From an optimization exercise on the open Yosys and OpenROAD flow, aimed at small area; shortcuts taken in it are not production practice. Only simulation tests tie the RTL to the original design; equivalence was not proved. The clock port is modelled as an ideal driver, which makes a skipped or thinned clock tree look cheaper than it is; a real chip needs a root buffer or a tree. No activity file was given, so power comes from the tool's default toggle rates.

==> flow/design.v <==
`timescale 1ns / 1ps
module DisplayModule(
    input clk,
    input rst,
    input buttonU,
    input buttonL,
    input buttonR,
    input buttonD,
    input sw0,
    input sw1,
    output [3:0] an,
    output [6:0] sev_seg,
    output dp
    );
    reg p2, m3a, m3b;
    always @(posedge clk) begin
        p2  <= ~(rst | p2);
        m3a <= ~(rst | m3a | m3b);
        m3b <= ~rst & m3a;
    end
    reg [4:0] m23;
    wire m23_ph22 = ((m23 & 5'h16) == 5'h14);
    always @(posedge clk)
        if (rst | m23_ph22) m23 <= 5'h0;
        else m23 <= {~m23[3:0], m23[4] ^ m23[1]};
    reg [9:0] m547;
    wire m547_ph546 = ((m547 & 10'h13f) == 10'h0);
    wire m547_ph2 = ((m547 & 10'h2af) == 10'h82);
    always @(posedge clk)
        if (rst | m547_ph546) m547 <= 10'h124;
        else m547 <= {~m547[8:0], m547[9] ^ m547[6]};
    reg [11:0] m2731;
    wire m2731_ph2730 = ((m2731 & 12'hf5f) == 12'h0);
    always @(posedge clk)
        if (rst | m2731_ph2730) m2731 <= 12'hc9;
        else m2731 <= {~m2731[10:0], m2731[11] ^ m2731[0]};
    reg [14:0] sec;
    wire sec_low = (sec[13:0] == 14'h1555);
    wire sec_zero = sec_low & sec[14];
    always @(posedge clk)
        if (rst) sec <= 15'h5555;
        else sec <= {~sec[13:0], sec[14] ^ sec[13] ^ sec_low};
    wire k2mod6 = m3b & ~p2;
    wire e240 = k2mod6 & m23_ph22;
    wire e30  = ~p2 & m547_ph546;
    wire p30  = p2 & m547_ph2;
    wire e2   = k2mod6 & m2731_ph2730;
    wire div0 = sec_zero;
    wire [3:0] b = {buttonU, buttonL, buttonR, buttonD};
    reg [3:0] s0, s1, ed;
    always @(posedge clk) begin
        if (rst) s0 <= 4'b0;
        else if (e30) s0 <= b;
    end
    always @(posedge clk) begin
        if (e30) begin
            s1 <= s0; ed <= s0 & ~s1;
        end
    end
    wire [3:0] pulse = p30 ? ed : 4'b0;
    reg [1:0] swd;
    always @(posedge clk) begin
        if (rst) swd <= 2'b0;
        else swd <= {swd[0], sw0 | sw1};
    end
    wire load = (|pulse) | swd[1];
    function [4:0] fwd(input [4:0] j); fwd = {j[3:0], ~j[4]}; endfunction
    function [4:0] bwd(input [4:0] j); bwd = {~j[0], j[4:1]}; endfunction
    reg [4:0] j0, j1, j2, j3;    
    wire z0 = ~j0[4] & ~j0[0], z1 = ~j1[4] & ~j1[0], z2 = ~j2[4] & ~j2[0], z3 = ~j3[4] & ~j3[0];
    wire qz = z0 & z1 & z2 & z3;
    wire swr = sw0 | sw1;
    wire K = rst | (load & swr);               
    wire A = load & ~swr & ~rst;               
    wire sU = pulse[3] & ~pulse[2] & ~pulse[1] & ~pulse[0];
    wire sL = ~pulse[3] & pulse[2] & ~pulse[1] & ~pulse[0];
    wire sR = ~pulse[3] & ~pulse[2] & pulse[1] & ~pulse[0];
    wire sD = ~pulse[3] & ~pulse[2] & ~pulse[1] & pulse[0];
    wire t9 = j1[4] & ~j1[3], t_ge2 = j1[1] | j1[4], t_ge5 = j1[4];
    wire c1 = (sU & t9) | (sL & t_ge2) | (sD & t_ge5);
    wire h9 = j2[4] & ~j2[3], h8 = j2[3] & ~j2[2], h_ge8 = j2[4] & ~j2[2], h_ge5 = j2[4], h4 = j2[3] & ~j2[4];
    wire c2 = (sU & c1 & h9) | (sL & (h9 | (h8 & c1))) | (sR & h_ge8) | (sD & (h_ge5 | (h4 & c1)));
    wire sat = c2 & j3[4] & ~j3[3];
    wire As = A & ~sat;
    wire N = A & sat;                          
    wire M0 = div0 & ~qz & ~load & ~rst;       
    wire M1 = M0 & z0, M2 = M1 & z1, M3 = M2 & z2;
    wire U1 = As & sU, L1 = As & sL, D1 = As & sD;
    wire H1 = As & ((sU & c1) | (sL & ~c1)), H2 = As & ((sL & c1) | sR);
    wire H5 = As & sD & ~c1, H6 = As & sD & c1;
    wire T1 = As & c2;
    wire K5 = load & sw1 & ~sw0 & ~rst, K1 = load & sw0 & ~sw1 & ~rst;
    wire k0 = ~(K | N | M0);
    wire k1 = ~(K | N | M1 | U1 | L1 | D1);
    wire k2 = ~(K | N | M2 | H1 | H2 | H5 | H6);
    wire k3 = ~(K | M3 | T1);
    wire [4:0] nine = 5'b10000;
    always @(posedge clk) begin
        j0 <= ({5{k0}} & j0) | ({5{N}} & nine) | ({5{M0}} & bwd(j0)) | {5{K5}};
        j1 <= ({5{k1}} & j1) | ({5{N}} & nine) | ({5{M1}} & bwd(j1)) | ({5{U1}} & fwd(j1))
            | ({5{L1}} & bwd(bwd(j1))) | ({5{D1}} & ~j1) | {4'b0, K1};
        j2 <= ({5{k2}} & j2) | ({5{N}} & nine) | ({5{M2}} & bwd(j2)) | ({5{H1}} & fwd(j2))
            | ({5{H2}} & fwd(fwd(j2))) | ({5{H5}} & ~j2) | ({5{H6}} & fwd(~j2)) | {3'b0, K5, K5};
        j3 <= ({5{k3}} & j3) | ({5{M3}} & bwd(j3)) | ({5{T1}} & fwd(j3));
    end
    reg [1:0] g;
    reg [3:0] dig;
    wire gs0 = g[1] & ~g[0], gs1 = ~g[1] & ~g[0], gs2 = ~g[1] & g[0], gs3 = g[1] & g[0];
    wire [4:0] nj = ({5{gs0}} & j0) | ({5{gs1}} & j1) | ({5{gs2}} & j2) | ({5{gs3}} & j3);
    wire [3:0] nc;       
    assign nc[0] = ~nj[1] | (nj[3] & ~nj[4]);
    assign nc[1] = (nj[1] & nj[3]) | (~nj[2] & nj[4]);
    assign nc[2] = ~nj[0] | (nj[1] & ~nj[2]);
    assign nc[3] = (~nj[0] & ~nj[4]) | (~nj[2] & nj[3]);
    wire load_dig = e240 & ~rst;
    wire keep = ~e240 & ~rst;
    always @(posedge clk) begin
        if (rst) g <= 2'b10;
        else if (e240) g <= {g[0], ~g[1]};
        dig <= ({4{load_dig}} & nc) | ({4{keep}} & dig) | {rst, rst, 2'b0};
    end
    wire started = ~dig[3] | dig[0];
    assign dp = started;
    assign an[0] = started & (g[1] | g[0]);
    assign an[1] = started & (g[1] | ~g[0]);
    assign an[2] = started & ~(g[1] & g[0]);
    assign an[3] = started & ~(g[1] & ~g[0]);
    wire [3:0] q = dig;
    wire [6:0] hx;
    assign hx[0] = q[0] & ~q[1];
    assign hx[1] = ~q[1] & ~q[3];
    assign hx[2] = ~q[2] | (q[0] & ~q[3]);
    assign hx[3] = q[0] & ~q[3];
    assign hx[4] = ~q[0] & ~q[1] & q[2] & ~q[3];
    assign hx[5] = ~q[0] & q[1];
    assign hx[6] = q[0] & ~q[2];
    reg blink;
    always @(posedge clk) begin
        if (rst) blink <= 1'b0;
        else if (e2) blink <= qz & ~blink;
    end
    wire odd0 = (~j0[3] & j0[4]) | (j0[0] & ~j0[1]) | (~j0[1] & j0[2]) | (j0[0] & j0[4]) | (j0[2] & ~j0[3]);
    wire flash = odd0 & ~j2[1] & ~j2[4] & z3 & ~load;
    assign sev_seg = hx | {7{flash | blink}};
endmodule
clock: 10.0 ns
lec_check: 0
cap_margin: 20
core_margin: 2
core_utilization: 40
slew_margin: 20
standard.sh (not shown) runs the stock make flow with config.mk's settings and CLKGATE_MAP_FILE= SYNTH_SCRIPT=/design/flow/synth_recipe.tcl, a recipe that flattens the netlist after the stock synthesis.
==> flow/flow/run.sh <==
#!/bin/bash
# Own layout flow: the standard flow (standard.sh), with these changes:
#  - the combinational logic is mapped with several area-oriented ABC scripts
#    (flow/abc_*.script, by flow/abc_pick.tcl) and the smallest mapping is
#    kept, in place of ORFS's speed script; the flip-flops come from the
#    unchanged standard synthesis steps (dfflibmap runs before abc);
#  - the port buffers are the smallest buffer cell;
#  - the clock is buffered by flow/pre_cts.tcl (three clock buffers, each
#    driving the flip-flops of one region) in place of TritonCTS.
# Each tool's output goes to a log file in this folder.
set -euo pipefail
W=$(pwd)
# synthesis script: synth_recipe.tcl with abc wrapped by abc_pick.tcl
{
  head -n 1 synth_recipe.tcl
  echo "set ::ABC_PICK_SCRIPTS [lsort [glob $W/flow/abc_*.script]]"
  echo "source $W/flow/abc_pick.tcl"
  tail -n +2 synth_recipe.tcl
} > own_synth.tcl
sed -e "s#SYNTH_SCRIPT=[^ ]*#SYNTH_SCRIPT=$W/own_synth.tcl#" \
    -e "s#CLKGATE_MAP_FILE= #CLKGATE_MAP_FILE= 'BUFFER_PORTS_ARGS=-buffer_cell sky130_fd_sc_hd__buf_1' PRE_CTS_TCL=$W/flow/pre_cts.tcl #" \
    standard.sh > own_standard.sh
bash own_standard.sh > flow_make.log 2>&1
==> flow/flow/abc_b3.script <==
strash
ifraig
scorr
dc2
dch -f
amap
topo
==> flow/flow/abc_b8.script <==
strash
dch -f
map -a
amap
topo
==> flow/flow/abc_c1.script <==
strash
ifraig
scorr
dc2
dch -f
amap
strash
dch -f
amap
topo
==> flow/flow/abc_e2.script <==
strash
dch -f
amap -F 3
topo
==> flow/flow/abc_e4.script <==
strash
dch -f
amap -F 5
strash
dch -f
amap -F 5
topo
==> flow/flow/abc_f1.script <==
strash
&get -n
&deepsyn -T 30
&put
dch -f
amap -F 5
topo
==> flow/flow/pre_cts.tcl <==
# Clock buffering in place of TritonCTS: the flip-flops' clock pins are split
# by position into GROUPS balanced clusters (k-means), each driven by one
# clock buffer (BUF) that the clock port drives.
rename clock_tree_synthesis __cts_orig
proc clock_tree_synthesis {args} {
  set GROUPS 3
  set BUF sky130_fd_sc_hd__clkbuf_16
  set block [ord::get_db_block]
  set dbu [$block getDbUnitsPerMicron]
  set sinks {}
  foreach pin [get_pins -of_objects [get_nets clk]] {
    set iterm [sta::sta_to_db_pin $pin]
    if {$iterm == "NULL" || $iterm == ""} continue
    set bbox [[$iterm getInst] getBBox]
    lappend sinks [list [expr {([$bbox xMin] + [$bbox xMax]) / 2}] [expr {([$bbox yMin] + [$bbox yMax]) / 2}] $pin]
  }
  set n [llength $sinks]
  # balanced k-means: GROUPS clusters of (nearly) equal size, seeded by
  # stripes along x, refined by assigning sinks to the nearest center with
  # spare room
  set byx [lsort -integer -index 0 $sinks]
  set cap [expr {($n + $GROUPS - 1) / $GROUPS}]
  set glist {}
  for {set g 0} {$g < $GROUPS} {incr g} {
    lappend glist [lrange $byx [expr {$g * $n / $GROUPS}] [expr {($g + 1) * $n / $GROUPS - 1}]]
  }
  for {set it 0} {$it < 20} {incr it} {
    set cs {}
    foreach grp $glist {
      set sx 0; set sy 0
      foreach s $grp { set sx [expr {$sx + [lindex $s 0]}]; set sy [expr {$sy + [lindex $s 1]}] }
      lappend cs [list [expr {double($sx) / [llength $grp]}] [expr {double($sy) / [llength $grp]}]]
    }
    # all (distance, sink, group) pairs, nearest first
    set pairs {}
    set si 0
    foreach s $sinks {
      for {set g 0} {$g < $GROUPS} {incr g} {
        set c [lindex $cs $g]
        lappend pairs [list [expr {abs([lindex $s 0] - [lindex $c 0]) + abs([lindex $s 1] - [lindex $c 1])}] $si $g]
      }
      incr si
    }
    set pairs [lsort -real -index 0 $pairs]
    set done {}
    set cnt {}
    for {set g 0} {$g < $GROUPS} {incr g} { lappend cnt 0 }
    set new {}
    for {set g 0} {$g < $GROUPS} {incr g} { lappend new {} }
    foreach p $pairs {
      set si [lindex $p 1]; set g [lindex $p 2]
      if {[dict exists $done $si] || [lindex $cnt $g] >= $cap} continue
      dict set done $si 1
      lset cnt $g [expr {[lindex $cnt $g] + 1}]
      lset new $g [concat [lindex $new $g] [list [lindex $sinks $si]]]
    }
    set glist $new
  }
  set groups [llength $glist]
  puts "manual clock buffering: $n sinks in $groups groups"
  for {set g 0} {$g < $groups} {incr g} {
    set grp [lindex $glist $g]
    if {[llength $grp] == 0} continue
    set sx 0; set sy 0; set pins {}
    foreach s $grp {
      set sx [expr {$sx + [lindex $s 0]}]; set sy [expr {$sy + [lindex $s 1]}]
      lappend pins [lindex $s 2]
    }
    set cx [expr {double($sx) / [llength $grp] / $dbu}]
    set cy [expr {double($sy) / [llength $grp] / $dbu}]
    puts "  group $g: [llength $grp] sinks, buffer at $cx $cy"
    insert_buffer -buffer_cell $BUF -net clk -load_pins $pins \
      -location [list $cx $cy] -buffer_name clkbuf_m$g -net_name clknet_m$g
  }
  global_connect
  foreach nn [$block getNets] {
    if {[string match clknet_m* [$nn getName]] || [$nn getName] == "clk"} { $nn setSigType CLOCK }
  }
}
Other scripts of this flow, unchanged in this note and not shown: flow/flow/abc_a5.script, flow/flow/abc_c7.script, flow/flow/abc_d6.script, flow/flow/abc_e1.script, flow/flow/abc_e3.script, flow/flow/abc_f4.script, flow/flow/abc_pick.tcl
The baseline finished with timing, DRC and antenna clean.
Edit:
--- a/flow/flow/run.sh
+++ b/flow/flow/run.sh
@@ -6,5 +6,5 @@
 #    unchanged standard synthesis steps (dfflibmap runs before abc);
 #  - the port buffers are the smallest buffer cell;
-#  - the clock is buffered by flow/pre_cts.tcl (three clock buffers, each
+#  - the clock is buffered by flow/pre_cts.tcl (a few clock buffers, each
 #    driving the flip-flops of one region) in place of TritonCTS.
 # Each tool's output goes to a log file in this folder.
Outcome: Setup slack is unchanged. Synthesized area stays the same. Wire length does not change. Die area does not change. Maximum frequency stays the same. Global-route usage does not change. Final cell count is unchanged. Via count stays the same. Core utilization does not change.
Edit:
==> flow/flow/pre_cts.tcl (replaced) <==
# Clock buffering in place of TritonCTS: the flip-flops' clock pins are split
# by position into GROUPS regions (stripes or quadrants), each driven by one
# clock buffer (BUF) that the clock port drives.
rename clock_tree_synthesis __cts_orig
proc clock_tree_synthesis {args} {
  set GROUPS 3
  set BUF sky130_fd_sc_hd__clkbuf_16
  set block [ord::get_db_block]
  set dbu [$block getDbUnitsPerMicron]
  set sinks {}
  foreach pin [get_pins -of_objects [get_nets clk]] {
    set iterm [sta::sta_to_db_pin $pin]
    if {$iterm == "NULL" || $iterm == ""} continue
    set bbox [[$iterm getInst] getBBox]
    lappend sinks [list [expr {([$bbox xMin] + [$bbox xMax]) / 2}] [expr {([$bbox yMin] + [$bbox yMax]) / 2}] $pin]
  }
  set n [llength $sinks]
  # GROUPS = 4: quadrants (split at the median x, then each half at its
  # median y); otherwise GROUPS stripes of equal sink count along x
  set byx [lsort -integer -index 0 $sinks]
  set glist {}
  if {$GROUPS == 4} {
    set h [expr {$n / 2}]
    foreach half [list [lrange $byx 0 [expr {$h - 1}]] [lrange $byx $h end]] {
      set byy [lsort -integer -index 1 $half]
      set q [expr {[llength $byy] / 2}]
      lappend glist [lrange $byy 0 [expr {$q - 1}]] [lrange $byy $q end]
    }
  } else {
    for {set g 0} {$g < $GROUPS} {incr g} {
      lappend glist [lrange $byx [expr {$g * $n / $GROUPS}] [expr {($g + 1) * $n / $GROUPS - 1}]]
    }
  }
  set groups [llength $glist]
  puts "manual clock buffering: $n sinks in $groups groups"
  for {set g 0} {$g < $groups} {incr g} {
    set grp [lindex $glist $g]
    if {[llength $grp] == 0} continue
    set sx 0; set sy 0; set pins {}
    foreach s $grp {
      set sx [expr {$sx + [lindex $s 0]}]; set sy [expr {$sy + [lindex $s 1]}]
      lappend pins [lindex $s 2]
    }
    set cx [expr {double($sx) / [llength $grp] / $dbu}]
    set cy [expr {double($sy) / [llength $grp] / $dbu}]
    puts "  group $g: [llength $grp] sinks, buffer at $cx $cy"
    insert_buffer -buffer_cell $BUF -net clk -load_pins $pins \
      -location [list $cx $cy] -buffer_name clkbuf_m$g -net_name clknet_m$g
  }
  global_connect
  foreach nn [$block getNets] {
    if {[string match clknet_m* [$nn getName]] || [$nn getName] == "clk"} { $nn setSigType CLOCK }
  }
}
removed: flow/flow/abc_b3.script
removed: flow/flow/abc_b8.script
removed: flow/flow/abc_c1.script
removed: flow/flow/abc_e2.script
removed: flow/flow/abc_e4.script
removed: flow/flow/abc_f1.script
The new run finished clean.
Area after synthesis is about the same.
Die area stays flat.
Utilization barely changes.
Wire length hardly moves.
Edit:
==> flow/flow/abc_b3.script (new file) <==
strash
ifraig
scorr
dc2
dch -f
amap
topo
==> flow/flow/abc_b8.script (new file) <==
strash
dch -f
map -a
amap
topo
==> flow/flow/abc_c1.script (new file) <==
strash
ifraig
scorr
dc2
dch -f
amap
strash
dch -f
amap
topo
==> flow/flow/abc_e2.script (new file) <==
strash
dch -f
amap -F 3
topo
==> flow/flow/abc_e4.script (new file) <==
strash
dch -f
amap -F 5
strash
dch -f
amap -F 5
topo
==> flow/flow/abc_f1.script (new file) <==
strash
&get -n
&deepsyn -T 30
&put
dch -f
amap -F 5
topo
The changed run went through all stages and came out clean.
Routed wire length barely changes.
Final cell count increases by about 0.6%.
Die area is about the same.
Setup slack loses 0.071 ns.
Cell area hardly moves.
Sequential share of layout area increases by 0.10 points.
Total power decreases by about 0.6%.
Critical path depth increases by 2.
Via count decreases by about 1.7%.
First-iteration DRC count increases by 13%.
Clock skew hardly moves.
No run of this note takes its clock network from TritonCTS; it comes from the design's own scripts or RTL.

## what the ideal ports hide
The flow's constraints put no driver on any port. The routed layouts listed below were extracted and timed again, unchanged, in two steps. Step 1 (the two cells are an assumption about what drives the block):
set clk [get_ports {clk}]
set_driving_cell -lib_cell sky130_fd_sc_hd__clkbuf_16 $clk
set_driving_cell -lib_cell sky130_fd_sc_hd__buf_2 [delete_from_list [all_inputs] $clk]
Step 2, shift: input delay + t, output delay - t, t = (earliest + latest rising clock arrival at the registers) / 2. This alone moves slack from input paths to output paths. a / b / c = no drivers / after step 1 / after step 2; a / b = the first two.
| run | shift t [ns] | setup WS [ns] | cell pins on the clock port's net |
|---|---|---|---|
| the first run | 0.224 | 5.474 / 5.430 / 5.292 | 3 |
| the second run | 0.224 | 5.474 / 5.430 / 5.292 | 3 |
| the third run | 0.227 | 5.535 / 5.474 / 5.701 | 3 |
| the fourth run | 0.224 | 5.465 / 5.452 / 5.282 | 3 |
After both steps setup and hold are still met in every run listed. For the fourth run, which loses most, drivers alone change the setup slack by -0.013 ns; drivers and shift together by -0.183 ns.
